Background: an optimization exercise with open tools, aiming at a short achievable clock period and few clock cycles. Do not read the settings as production practice. The RTL was checked by simulation tests, not by an equivalence proof against the original design. Power and IR drop assume default switching activity.

==> run K: inputs <==
// Core
module Core(
	input clk,
	input rst,  
	input core_hold,
	output reg[23:0] addr,
	input [15:0] read_data,
	output reg[15:0] write_data,
	output reg write_enable,
	output reg req,
	input sw
    );
Settings: LEC_CHECK=0, ABC_CLOCK_PERIOD_IN_PS=2000, CAP_MARGIN=35, CORE_MARGIN=2, CORE_UTILIZATION=28, PLACE_DENSITY=0.4, SETUP_SLACK_MARGIN=4.0, SLEW_MARGIN=35, TNS_END_PERCENT=100; clock period 7.0 ns.
run.sh (not shown) runs the stock make flow with config.mk's settings and CLKGATE_MAP_FILE= SYNTH_SCRIPT=/design/flow/synth_recipe.tcl, a recipe that flattens the netlist after the stock synthesis.
==> inputs of run R, as changes to run K <==
CORE_UTILIZATION = 30   (was 28)
PLACE_DENSITY = 0.45   (was 0.4)
==> notes <==
- Run R produced a clean layout. Run K passed the timing, design-rule and antenna checks.
- Of run K and run R, run R has the higher global-route usage (gap 1.7 points).
- Against run R, the design area of run K is higher by about 3.3%.
- Of run K and run R, run K has the higher cell count (gap about 3.3%, measured against run R).
- Between run K and run R, the lower clock power is in run R (gap about 3%, measured against run R).
- Between run R and run K, the lower clock skew is in run R (gap 0.015 ns).
- Between run R and run K, the lower die area is in run R (gap 6.6%, measured against run K).
- Between run R and run K, the lower setup slack is in run K (gap 0.049 ns).
- Sequential power is about the same in run R and run K.
- Utilization: run K is lower than run R (1.6 points).
==> figures <==
metric	run K	run R
Status	timing/DRC/antenna clean	timing/DRC/antenna clean
Floorplan die width	435.0 µm	420.4 µm
Final worst clock skew	0.05504 ns	0.04038 ns
Worst setup endpoint	res_q[0]	res_q[4]
Metal-1 WL	139.7 mm	131.8 mm
Period Utilization, post-route	0.4902	0.4833
Starting density of the core	0.2811	0.3026
Reg2Reg Capture Point	res_q[0]	res_q[4]
Launch point of the worst path	fa	res_q[0]
Global-route met3 utilization	0.1091	0.1315
Logic depth of the worst path, buffers included	19	21
Power consumed by the clock network	5130 µW	5000 µW
Clock buffers	112	107
Count of plain and timing-repair buffers	798	701
Length in cells of the worst reg-to-reg path	19	21
Leakage dissipation	0.02423 µW	0.02345 µW
Combinational gate power	2570 µW	2450 µW
Setup WS pre-CTS	1.652 ns	1.907 ns
Fraction of area in multi-input gates	0.4727	0.4797
Testbench counts of run K, summed over its fixed seeds: cycles 68,900.
Testbench counts of run R, summed over its fixed seeds: cycles 68,900.

---

==> inputs of job 2965 <==
Another version of the RTL of Core (not shown whole).
Settings: LEC_CHECK=0, ABC_CLOCK_PERIOD_IN_PS=2000, CAP_MARGIN=35, CORE_MARGIN=2, CORE_UTILIZATION=30, PLACE_DENSITY=0.45, SETUP_SLACK_MARGIN=4.0, SLEW_MARGIN=35, TNS_END_PERCENT=100; clock period 7.0 ns.
==> job 8713 (differences from job 2965) <==
--- a/flow/design.v
+++ b/flow/design.v
@@ -78,17 +78,18 @@
 	reg [DW-1:0] dh;     
 	reg [23:0] opa;      
 	reg [23:0] opb;      
 	reg        cur_f;    
 	reg        arr_f;    
 	reg [23:0] npc;      
 	reg [23:0] hpc;      
 	reg [23:0] zres;     
-	reg        nf;
+	reg        nf;       
+	reg        zclr;     
 	reg        ld1, ld2;        
 	reg  [3:0] ld1_r, ld2_r;
 	reg  [1:0] hzc;      
 	reg [23:0] res_q;    
 	reg        wb_we;    
 	reg  [3:0] wb_r;
 	reg        fa, fb;   
 	wire go_en = !core_hold;
@@ -140,43 +141,49 @@
 	wire [DW-1:0] dec_w1 = dec(w1);
 	wire [23:0] fr_a = rdreg(read_data[10:7]);
 	wire [23:0] fr_b = rdreg(read_data[6:3]);
 	wire [23:0] w1_a = rdreg(w1[10:7]);
 	wire [23:0] w1_b = rdreg(w1[6:3]);
 	CoreStep s1(.go(gpre),
 		.w0(w0), .w1(w1), .w2(w2), .w3(w3), .m0(m0), .m1(m1), .m2(m2), .m3(m3),
 		.qv(qv), .mv(mv), .ni(ni), .dh(dh), .opa(opa), .opb(opb),
-		.cur_f(cur_f), .arr_f(arr_f), .npc(npc), .hpc(hpc), .zres(zres), .nf(nf),
+		.cur_f(cur_f), .arr_f(arr_f), .npc(npc), .hpc(hpc), .zres(zres), .nf(nf), .zclr(zclr),
 		.ld1(ld1), .ld2(ld2), .ld1_r(ld1_r), .ld2_r(ld2_r), .hzc(hzc),
 		.read_data(read_data), .A(A), .B(B), .res_q(res_q), .wb_we(wb_we), .wb_r(wb_r),
 		.fa(fa), .fb(fb),
 		.dec_rd(dec_rd), .dec_w1(dec_w1), .fr_a(fr_a), .fr_b(fr_b), .w1_a(w1_a), .w1_b(w1_b),
 		.n_w0(s1_w0), .n_w1(s1_w1), .n_w2(s1_w2), .n_w3(s1_w3),
 		.n_m0(s1_m0), .n_m1(s1_m1), .n_m2(s1_m2), .n_m3(s1_m3),
 		.n_qv(s1_qv), .n_mv(s1_mv), .n_ni(s1_ni), .n_dh(s1_dh),
 		.n_opa(s1_opa), .n_opb(s1_opb), .n_hzc(s1_hzc), .n_cur_f(s1_cur_f), .n_arr_f(s1_arr_f),
 		.n_npc(s1_npc), .n_hpc(s1_hpc), .set_flags(s1_flags), .n_ld1(s1_ld1),
 		.n_addr(s1_addr), .n_req(s1_req), .n_we(s1_we), .n_wd(s1_wd),
 		.alu_we(s1_alu_we), .js_we(s1_js_we), .n_fa(s1_fa), .n_fb(s1_fb));
 	CoreStep s0(.go(1'b0),
 		.w0(w0), .w1(w1), .w2(w2), .w3(w3), .m0(m0), .m1(m1), .m2(m2), .m3(m3),
 		.qv(qv), .mv(mv), .ni(ni), .dh(dh), .opa(opa), .opb(opb),
-		.cur_f(cur_f), .arr_f(arr_f), .npc(npc), .hpc(hpc), .zres(zres), .nf(nf),
+		.cur_f(cur_f), .arr_f(arr_f), .npc(npc), .hpc(hpc), .zres(zres), .nf(nf), .zclr(zclr),
 		.ld1(ld1), .ld2(ld2), .ld1_r(ld1_r), .ld2_r(ld2_r), .hzc(hzc),
 		.read_data(read_data), .A(A), .B(B), .res_q(res_q), .wb_we(wb_we), .wb_r(wb_r),
 		.fa(fa), .fb(fb),
 		.dec_rd(dec_rd), .dec_w1(dec_w1), .fr_a(fr_a), .fr_b(fr_b), .w1_a(w1_a), .w1_b(w1_b),
 		.n_w0(s0_w0), .n_w1(s0_w1), .n_w2(s0_w2), .n_w3(s0_w3),
 		.n_m0(s0_m0), .n_m1(s0_m1), .n_m2(s0_m2), .n_m3(s0_m3),
 		.n_qv(s0_qv), .n_mv(s0_mv), .n_ni(s0_ni), .n_dh(s0_dh),
 		.n_opa(s0_opa), .n_opb(s0_opb), .n_hzc(s0_hzc), .n_cur_f(s0_cur_f), .n_arr_f(s0_arr_f),
 		.n_npc(s0_npc), .n_hpc(s0_hpc), .set_flags(s0_flags), .n_ld1(s0_ld1),
 		.n_addr(s0_addr), .n_req(s0_req), .n_we(s0_we), .n_wd(s0_wd),
 		.alu_we(s0_alu_we), .js_we(s0_js_we), .n_fa(s0_fa), .n_fb(s0_fb));
+	always @(posedge clk) begin
+		if (go_en && (sw ? s1_flags : s0_flags)) begin
+			zres <= res;
+			nf <= res[23];
+		end
+	end
 	integer i;
 	always @(posedge clk) begin
 		if (go_en) begin
 			for (i = 1; i < 16; i = i + 1) begin
 				if (ld2 && ld2_r == i)
 					r[i] <= wd_l;
 				else if (wb_we && wb_r == i)
 					r[i] <= res_q;
@@ -190,36 +197,33 @@
 			cur_f <= 1'b1;
 			arr_f <= 1'b0;
 			npc <= 24'h008000;
 			hpc <= 24'h008000;
 			addr <= 24'h008000;
 			req <= 1'b1;
 			write_enable <= 1'b0;
 			write_data <= 16'd0;
-			zres <= 24'd1;  
-			nf <= 1'b0;
+			zclr <= 1'b1;
 			ld1 <= 1'b0;
 			ld2 <= 1'b0;
 			hzc <= 2'd0;
 			wb_we <= 1'b0;
 			fa <= 1'b0;
 			fb <= 1'b0;
 		end else if (go_en) begin
 			if (sw ? (s1_alu_we || s1_js_we) : 1'b0) begin
 				res_q <= res;
 				wb_r <= s1_js_we ? 4'd3 : ra;
 			end
 			wb_we <= sw ? (s1_alu_we || s1_js_we) : 1'b0;
 			fa <= sw ? s1_fa : s0_fa;
 			fb <= sw ? s1_fb : s0_fb;
-			if (sw ? s1_flags : s0_flags) begin
-				zres <= res;
-				nf <= res[23];
-			end
+			if (sw ? s1_flags : s0_flags)
+				zclr <= 1'b0;
 			ld1 <= sw ? s1_ld1 : s0_ld1;
 			ld1_r <= ra;
 			ld2 <= ld1;
 			ld2_r <= ld1_r;
 			w0 <= sw ? s1_w0 : s0_w0;
 			w1 <= sw ? s1_w1 : s0_w1;
 			w2 <= sw ? s1_w2 : s0_w2;
 			w3 <= sw ? s1_w3 : s0_w3;
@@ -249,17 +253,17 @@
 	input go,
 	input [15:0] w0, w1, w2, w3, m0, m1, m2, m3,
 	input [3:0] qv, mv,
 	input ni,
 	input [DW-1:0] dh,
 	input [23:0] opa, opb,
 	input cur_f, arr_f,
 	input [23:0] npc, hpc, zres,
-	input nf, ld1, ld2,
+	input nf, zclr, ld1, ld2,
 	input [3:0] ld1_r, ld2_r,
 	input [1:0] hzc,
 	input [15:0] read_data,
 	input [23:0] A, B, res_q,
 	input wb_we,
 	input [3:0] wb_r,
 	input fa, fb,
 	input [DW-1:0] dec_rd, dec_w1,
@@ -301,18 +305,19 @@
 	localparam D_CNZ = 19;
 	localparam D_CAL = 20;   
 	wire [3:0] ra = w0[10:7];
 	wire two = dh[D_TWO];
 	wire q_empty = !qv[0];
 	wire byp = dh[D_IBR] && !mv[0] && arr_f;
 	wire [23:0] imm = {1'b0, w0[6:0], m0};
 	wire [23:0] bimm = {1'b0, w0[6:0], byp ? read_data : m0};
-	wire zf = (zres == 24'd0);
-	wire cond = dh[D_CAL] | (dh[D_CN] & nf) | (dh[D_CZ] & zf) | (dh[D_CNZ] & !zf);
+	wire zf = !zclr && (zres == 24'd0);
+	wire nfl = !zclr && nf;
+	wire cond = dh[D_CAL] | (dh[D_CN] & nfl) | (dh[D_CZ] & zf) | (dh[D_CNZ] & !zf);
 	wire redirect = go && (dh[D_IBR] || dh[D_RBR]) && cond;
 	wire [23:0] target = dh[D_RBR] ? A : bimm;
 	assign alu_we = go && dh[D_WR] && ra != 4'd0;
 	assign js_we = go && dh[D_JS];
 	assign set_flags = go && dh[D_ALU];
 	wire [23:0] wd_l = {8'd0, read_data};
 	wire [3:0] vs = go ? {1'b0, qv[3:1]} : qv;    
 	wire [3:0] ms = go ? {1'b0, mv[3:1]} : mv;
Settings changed: ABC_CLOCK_PERIOD_IN_PS 2000 to 1000.
==> job 1497 (differences from job 2965) <==
--- a/flow/design.v
+++ b/flow/design.v
@@ -78,17 +78,18 @@
 	reg [DW-1:0] dh;     
 	reg [23:0] opa;      
 	reg [23:0] opb;      
 	reg        cur_f;    
 	reg        arr_f;    
 	reg [23:0] npc;      
 	reg [23:0] hpc;      
 	reg [23:0] zres;     
-	reg        nf;
+	reg        nf;       
+	reg        zclr;     
 	reg        ld1, ld2;        
 	reg  [3:0] ld1_r, ld2_r;
 	reg  [1:0] hzc;      
 	reg [23:0] res_q;    
 	reg        wb_we;    
 	reg  [3:0] wb_r;
 	reg        fa, fb;   
 	wire go_en = !core_hold;
@@ -140,43 +141,49 @@
 	wire [DW-1:0] dec_w1 = dec(w1);
 	wire [23:0] fr_a = rdreg(read_data[10:7]);
 	wire [23:0] fr_b = rdreg(read_data[6:3]);
 	wire [23:0] w1_a = rdreg(w1[10:7]);
 	wire [23:0] w1_b = rdreg(w1[6:3]);
 	CoreStep s1(.go(gpre),
 		.w0(w0), .w1(w1), .w2(w2), .w3(w3), .m0(m0), .m1(m1), .m2(m2), .m3(m3),
 		.qv(qv), .mv(mv), .ni(ni), .dh(dh), .opa(opa), .opb(opb),
-		.cur_f(cur_f), .arr_f(arr_f), .npc(npc), .hpc(hpc), .zres(zres), .nf(nf),
+		.cur_f(cur_f), .arr_f(arr_f), .npc(npc), .hpc(hpc), .zres(zres), .nf(nf), .zclr(zclr),
 		.ld1(ld1), .ld2(ld2), .ld1_r(ld1_r), .ld2_r(ld2_r), .hzc(hzc),
 		.read_data(read_data), .A(A), .B(B), .res_q(res_q), .wb_we(wb_we), .wb_r(wb_r),
 		.fa(fa), .fb(fb),
 		.dec_rd(dec_rd), .dec_w1(dec_w1), .fr_a(fr_a), .fr_b(fr_b), .w1_a(w1_a), .w1_b(w1_b),
 		.n_w0(s1_w0), .n_w1(s1_w1), .n_w2(s1_w2), .n_w3(s1_w3),
 		.n_m0(s1_m0), .n_m1(s1_m1), .n_m2(s1_m2), .n_m3(s1_m3),
 		.n_qv(s1_qv), .n_mv(s1_mv), .n_ni(s1_ni), .n_dh(s1_dh),
 		.n_opa(s1_opa), .n_opb(s1_opb), .n_hzc(s1_hzc), .n_cur_f(s1_cur_f), .n_arr_f(s1_arr_f),
 		.n_npc(s1_npc), .n_hpc(s1_hpc), .set_flags(s1_flags), .n_ld1(s1_ld1),
 		.n_addr(s1_addr), .n_req(s1_req), .n_we(s1_we), .n_wd(s1_wd),
 		.alu_we(s1_alu_we), .js_we(s1_js_we), .n_fa(s1_fa), .n_fb(s1_fb));
 	CoreStep s0(.go(1'b0),
 		.w0(w0), .w1(w1), .w2(w2), .w3(w3), .m0(m0), .m1(m1), .m2(m2), .m3(m3),
 		.qv(qv), .mv(mv), .ni(ni), .dh(dh), .opa(opa), .opb(opb),
-		.cur_f(cur_f), .arr_f(arr_f), .npc(npc), .hpc(hpc), .zres(zres), .nf(nf),
+		.cur_f(cur_f), .arr_f(arr_f), .npc(npc), .hpc(hpc), .zres(zres), .nf(nf), .zclr(zclr),
 		.ld1(ld1), .ld2(ld2), .ld1_r(ld1_r), .ld2_r(ld2_r), .hzc(hzc),
 		.read_data(read_data), .A(A), .B(B), .res_q(res_q), .wb_we(wb_we), .wb_r(wb_r),
 		.fa(fa), .fb(fb),
 		.dec_rd(dec_rd), .dec_w1(dec_w1), .fr_a(fr_a), .fr_b(fr_b), .w1_a(w1_a), .w1_b(w1_b),
 		.n_w0(s0_w0), .n_w1(s0_w1), .n_w2(s0_w2), .n_w3(s0_w3),
 		.n_m0(s0_m0), .n_m1(s0_m1), .n_m2(s0_m2), .n_m3(s0_m3),
 		.n_qv(s0_qv), .n_mv(s0_mv), .n_ni(s0_ni), .n_dh(s0_dh),
 		.n_opa(s0_opa), .n_opb(s0_opb), .n_hzc(s0_hzc), .n_cur_f(s0_cur_f), .n_arr_f(s0_arr_f),
 		.n_npc(s0_npc), .n_hpc(s0_hpc), .set_flags(s0_flags), .n_ld1(s0_ld1),
 		.n_addr(s0_addr), .n_req(s0_req), .n_we(s0_we), .n_wd(s0_wd),
 		.alu_we(s0_alu_we), .js_we(s0_js_we), .n_fa(s0_fa), .n_fb(s0_fb));
+	always @(posedge clk) begin
+		if (go_en && (sw ? s1_flags : s0_flags)) begin
+			zres <= res;
+			nf <= res[23];
+		end
+	end
 	integer i;
 	always @(posedge clk) begin
 		if (go_en) begin
 			for (i = 1; i < 16; i = i + 1) begin
 				if (ld2 && ld2_r == i)
 					r[i] <= wd_l;
 				else if (wb_we && wb_r == i)
 					r[i] <= res_q;
@@ -190,36 +197,33 @@
 			cur_f <= 1'b1;
 			arr_f <= 1'b0;
 			npc <= 24'h008000;
 			hpc <= 24'h008000;
 			addr <= 24'h008000;
 			req <= 1'b1;
 			write_enable <= 1'b0;
 			write_data <= 16'd0;
-			zres <= 24'd1;  
-			nf <= 1'b0;
+			zclr <= 1'b1;
 			ld1 <= 1'b0;
 			ld2 <= 1'b0;
 			hzc <= 2'd0;
 			wb_we <= 1'b0;
 			fa <= 1'b0;
 			fb <= 1'b0;
 		end else if (go_en) begin
 			if (sw ? (s1_alu_we || s1_js_we) : 1'b0) begin
 				res_q <= res;
 				wb_r <= s1_js_we ? 4'd3 : ra;
 			end
 			wb_we <= sw ? (s1_alu_we || s1_js_we) : 1'b0;
 			fa <= sw ? s1_fa : s0_fa;
 			fb <= sw ? s1_fb : s0_fb;
-			if (sw ? s1_flags : s0_flags) begin
-				zres <= res;
-				nf <= res[23];
-			end
+			if (sw ? s1_flags : s0_flags)
+				zclr <= 1'b0;
 			ld1 <= sw ? s1_ld1 : s0_ld1;
 			ld1_r <= ra;
 			ld2 <= ld1;
 			ld2_r <= ld1_r;
 			w0 <= sw ? s1_w0 : s0_w0;
 			w1 <= sw ? s1_w1 : s0_w1;
 			w2 <= sw ? s1_w2 : s0_w2;
 			w3 <= sw ? s1_w3 : s0_w3;
@@ -249,17 +253,17 @@
 	input go,
 	input [15:0] w0, w1, w2, w3, m0, m1, m2, m3,
 	input [3:0] qv, mv,
 	input ni,
 	input [DW-1:0] dh,
 	input [23:0] opa, opb,
 	input cur_f, arr_f,
 	input [23:0] npc, hpc, zres,
-	input nf, ld1, ld2,
+	input nf, zclr, ld1, ld2,
 	input [3:0] ld1_r, ld2_r,
 	input [1:0] hzc,
 	input [15:0] read_data,
 	input [23:0] A, B, res_q,
 	input wb_we,
 	input [3:0] wb_r,
 	input fa, fb,
 	input [DW-1:0] dec_rd, dec_w1,
@@ -301,18 +305,19 @@
 	localparam D_CNZ = 19;
 	localparam D_CAL = 20;   
 	wire [3:0] ra = w0[10:7];
 	wire two = dh[D_TWO];
 	wire q_empty = !qv[0];
 	wire byp = dh[D_IBR] && !mv[0] && arr_f;
 	wire [23:0] imm = {1'b0, w0[6:0], m0};
 	wire [23:0] bimm = {1'b0, w0[6:0], byp ? read_data : m0};
-	wire zf = (zres == 24'd0);
-	wire cond = dh[D_CAL] | (dh[D_CN] & nf) | (dh[D_CZ] & zf) | (dh[D_CNZ] & !zf);
+	wire zf = !zclr && (zres == 24'd0);
+	wire nfl = !zclr && nf;
+	wire cond = dh[D_CAL] | (dh[D_CN] & nfl) | (dh[D_CZ] & zf) | (dh[D_CNZ] & !zf);
 	wire redirect = go && (dh[D_IBR] || dh[D_RBR]) && cond;
 	wire [23:0] target = dh[D_RBR] ? A : bimm;
 	assign alu_we = go && dh[D_WR] && ra != 4'd0;
 	assign js_we = go && dh[D_JS];
 	assign set_flags = go && dh[D_ALU];
 	wire [23:0] wd_l = {8'd0, read_data};
 	wire [3:0] vs = go ? {1'b0, qv[3:1]} : qv;    
 	wire [3:0] ms = go ? {1'b0, mv[3:1]} : mv;
Settings changed: SETUP_SLACK_MARGIN 4.0 to 4.6.
==> summary of the runs <==
Job 2965 went through all stages and came out clean. Job 1497 went through all stages and came out clean. Job 8713 ran to the end with no violations. The highest final area belongs to job 1497, the lowest to job 8713. Combinational power: job 8713 < job 2965 < job 1497. The highest hold slack belongs to job 1497, the lowest to job 2965. Critical path depth: job 8713 > job 2965 > job 1497. Core utilization, highest first: job 1497, job 2965, job 8713. In job 8713 the sequential share of layout area is higher than in job 2965, by 0.83 points. Sequential power is about the same in job 8713 and job 2965. Synthesized cell count: job 8713 is smaller than job 2965 (0.55%). Global-route usage: job 2965 > job 1497 > job 8713. Between job 8713 and job 1497, the lower clock-buffer cell count is in job 8713 (gap 4).
Testbench counts of job 2965, summed over its fixed seeds: cycles 68,900.
Testbench counts of job 8713, summed over its fixed seeds: cycles 68,900.
Testbench counts of job 1497, summed over its fixed seeds: cycles 68,900.

-- static timing again, ports no longer ideal --
How much do the figures lean on ideal ports? The routed layouts below were timed once more, with nothing changed but the port constraints.
Step 1, drivers: a clkbuf_16 drives clk and a buf_2 each remaining input, both assumed.
Step 2 adds t to the input delays and takes it off the output delays; t is the mean of the earliest and latest rising clock arrival at the registers after step 1. Input paths then give back, and output paths get back, about the clock's delay inside the block.
a / b / c = no drivers / after step 1 / after step 2; a / b = the first two.
| run | shift t [ns] | setup WS [ns] | latest minus earliest clock arrival (ns) |
|---|---|---|---|
| run K | 0.829 | 3.568 / 3.568 / 2.755 | 0.058 / 0.057 |
| run R | 0.809 | 3.617 / 3.390 / 2.580 | 0.041 / 0.041 |
| job 2965 | 0.857 | 3.461 / 3.402 / 2.545 | 0.071 / 0.070 |
| job 8713 | 0.809 | 3.617 / 3.390 / 2.580 | 0.041 / 0.041 |
| job 1497 | 0.815 | 3.671 / 3.486 / 2.671 | 0.062 / 0.061 |
After both steps every run listed still meets setup and hold.
